This is an optimization exercise on Yosys and OpenROAD, whose aim is small area, a short achievable clock period and few clock cycles per item, not a production implementation. In this exercise RTL edits were held to simulation tests only and were not proved equivalent to the original.

Design fp_carpma, start of the top module:
module fp_carpma(
    input clk_i, rst_i, en_i,
    input [31:0] x1_i, x2_i,
    output [31:0] sonuc_o,
    output done_o
    );
  wire zero = ~|x1_i | ~|x2_i;
  wire [23:0] ma = {1'b1, x1_i[22:0]};
  wire [23:0] mb = {1'b1, x2_i[22:0]};
  reg [1:0] cnt_q;           
  reg [28:0] s_q, c_q;     
  reg cy_q;                  
  reg [7:0] e_q;
  reg sg_q;
  reg z_q;
  wire run = en_i & ~rst_i;
  wire hold = cnt_q[1];
  wire c0 = ~cnt_q[1] & ~cnt_q[0];
  wire c1 = cnt_q[0];
  wire [29:0] r1 = {s_q, cy_q} + {c_q, cy_q};
  wire [24:0] ra = r1[29:5];
  wire [36:0] rin = ({12'd0, ra} & {37{c1}}) | ({ra, 12'd0} & {37{hold}});
  wire [12:0] lx = {mb[11:0], 1'b0};
  wire [12:0] hx = {mb[23:12], 1'b0};
  wire [5:0] ng, one, two;
  wire q11 = (mb[11] & c0) | (mb[23] & c1);
  genvar g;
  generate for (g = 0; g < 6; g = g + 1) begin : bd
    wire l0 = lx[2*g], l1 = lx[2*g+1], l2 = lx[2*g+2];
    wire h0 = hx[2*g], h1 = hx[2*g+1], h2 = hx[2*g+2];
    assign ng[g] = (l2 & c0) | (h2 & c1);
    assign one[g] = ((l1 ^ l0) & c0) | ((h1 ^ h0) & c1);
    assign two[g] = (((l2 & ~l1 & ~l0) | (~l2 & l1 & l0)) & c0) |
                    (((h2 & ~h1 & ~h0) | (~h2 & h1 & h0)) & c1);
  end endgenerate
  wire [24:0] bp0 = (({1'b0, ma} & {25{one[0]}}) | ({ma, 1'b0} & {25{two[0]}})) ^ {25{ng[0]}};
  wire [24:0] bp1 = (({1'b0, ma} & {25{one[1]}}) | ({ma, 1'b0} & {25{two[1]}})) ^ {25{ng[1]}};
  wire [24:0] bp2 = (({1'b0, ma} & {25{one[2]}}) | ({ma, 1'b0} & {25{two[2]}})) ^ {25{ng[2]}};
  wire [24:0] bp3 = (({1'b0, ma} & {25{one[3]}}) | ({ma, 1'b0} & {25{two[3]}})) ^ {25{ng[3]}};
  wire [24:0] bp4 = (({1'b0, ma} & {25{one[4]}}) | ({ma, 1'b0} & {25{two[4]}})) ^ {25{ng[4]}};
  wire [24:0] bp5 = (({1'b0, ma} & {25{one[5]}}) | ({ma, 1'b0} & {25{two[5]}})) ^ {25{ng[5]}};
  wire [23:0] pr = ma & {24{q11}};
  wire fs0 = rin[1] ^ ng[0] ^ bp0[0];
  wire fc0 = (rin[1] & ng[0]) | (rin[1] & bp0[0]) | (ng[0] & bp0[0]);
  ...
clock: 10.0 ns
lec_check: 0
abc_area: 1
cap_margin: 20
core_margin: 2
core_utilization: 40
place_density: 0.8
setup_slack_margin: 4.75
slew_margin: 20
standard.sh (not shown) runs the stock make flow with config.mk's settings and CLKGATE_MAP_FILE= SYNTH_SCRIPT=/design/flow/synth_recipe.tcl, a recipe that flattens the netlist after the stock synthesis.
==> flow/flow/run.sh <==
#!/bin/bash
set -uo pipefail
export BUFFER_PORTS_ARGS="-buffer_cell sky130_fd_sc_hd__buf_1"
export SYNTH_ARGS="-noabc"
bash standard.sh > flow.log 2>&1
Testbench counts at the start, summed over its fixed seeds: cycles 7,192, items 2,400.
Next try:
Settings changed: CTS_CLUSTER_DIAMETER set to 80, CTS_CLUSTER_SIZE set to 40, PLACE_DENSITY 0.8 to not set.
Effect: The changed run completed without violations. Worst setup slack is better by 0.20 ns. Hold slack is better by 0.052 ns.

* * *

## the baseline
Another version of the RTL of fp_carpma (not shown whole).
Size in the first run: about 1600 cells after synthesis, roughly 71 flip-flops, ~100 I/O pins, ~12000 um^2 of cells after synthesis.
==> flow/config.mk <==
export PLATFORM = sky130hd
export DESIGN_NAME = fp_carpma
export DESIGN_NICKNAME = fp_carpma
export VERILOG_FILES = /design/flow/design.v
export SDC_FILE = /design/flow/constraint.sdc
export NUM_CORES = 4
export LEC_CHECK = 0
export ABC_AREA = 1
export CAP_MARGIN = 20
export CORE_MARGIN = 2
export CORE_UTILIZATION = 40
export SETUP_SLACK_MARGIN = 5
export SLEW_MARGIN = 20
==> flow/constraint.sdc <==
create_clock -name core_clock -period 10.0 [get_ports {clk_i}]
set_input_delay 2.0000 -clock core_clock [delete_from_list [all_inputs] [get_ports {clk_i}]]
set_output_delay 2.0000 -clock core_clock [all_outputs]
set_load 0.01 [all_outputs]
==> flow/flow/run.sh <==
#!/bin/bash
# The standard layout (the standard.sh, unchanged synthesis and steps), except
# that the port buffers use sky130_fd_sc_hd__buf_4 instead of the cell that
# buffer_ports picks by default (a slow delay buffer).
set -uo pipefail
export BUFFER_PORTS_ARGS="-buffer_cell sky130_fd_sc_hd__buf_4"
bash standard.sh > flow.log 2>&1
The baseline finished end to end and its layout was clean on timing, DRC and antenna.
Testbench counts of the baseline, summed over its fixed seeds: cycles 7,192, items 2,400.
What the candidate does differently from the baseline at the input level:
- SETUP_SLACK_MARGIN now 4, was 5
==> flow/run.sh (new file) <==
#!/bin/bash
# synth_recipe.tcl (not shown) runs the flow's synth.tcl, then flattens the netlist and writes it again
# the make line also repeats each setting of config.mk as NAME=value (left out here)
make -C /OpenROAD-flow-scripts/flow DESIGN_CONFIG=/design/flow/config.mk WORK_HOME=/design/flow/orfs CLKGATE_MAP_FILE= SYNTH_SCRIPT=/design/flow/synth_recipe.tcl finish
removed: flow/flow/run.sh
removed: flow/standard.sh
The candidate finished every stage and its layout cleared the timing, DRC and antenna checks. Changes observed in the candidate relative to the baseline: worst-case setup slack after placement has decreased; buffer count from post-CTS setup fixing has decreased; first-iteration DRC count has decreased; number of signal-net buffers in the layout has decreased; buffers plus inverters on the worst setup path has remained practically unchanged.

-- separate check: timing with driven ports --
The flow's constraints put no driver on any port. The routed layouts listed below were extracted and timed again, unchanged, in two steps.
Step 1 assumes that a clkbuf_16 drives the clock port and a buf_2 every other input.
Step 2 moves the port delays by t, midway between the first and last clock arrival at a register: inputs arrive t later, outputs are due t later. That takes back most of the time a late clock gives input paths.
Slacks: ideal ports / drivers / drivers and shift; pairs: ideal ports / drivers.
| run | shift t [ns] | slack for setup (ns) | worst setup path after step 2 |
|---|---|---|---|
| the first run of note 1 | 0.379 | 4.678 / 4.697 / 4.318 | input to register |
| the second run of note 1 | 0.380 | 4.874 / 4.888 / 4.508 | input to register |
| the baseline | 0.388 | 4.779 / 4.784 / 4.396 | input to register |
| the candidate | 0.382 | 4.136 / 4.151 / 3.769 | input to register |
After both steps setup and hold are still met in every run listed. The setup slack of the baseline, which loses most, moves by +0.005 ns with the drivers and by -0.383 ns with both steps.
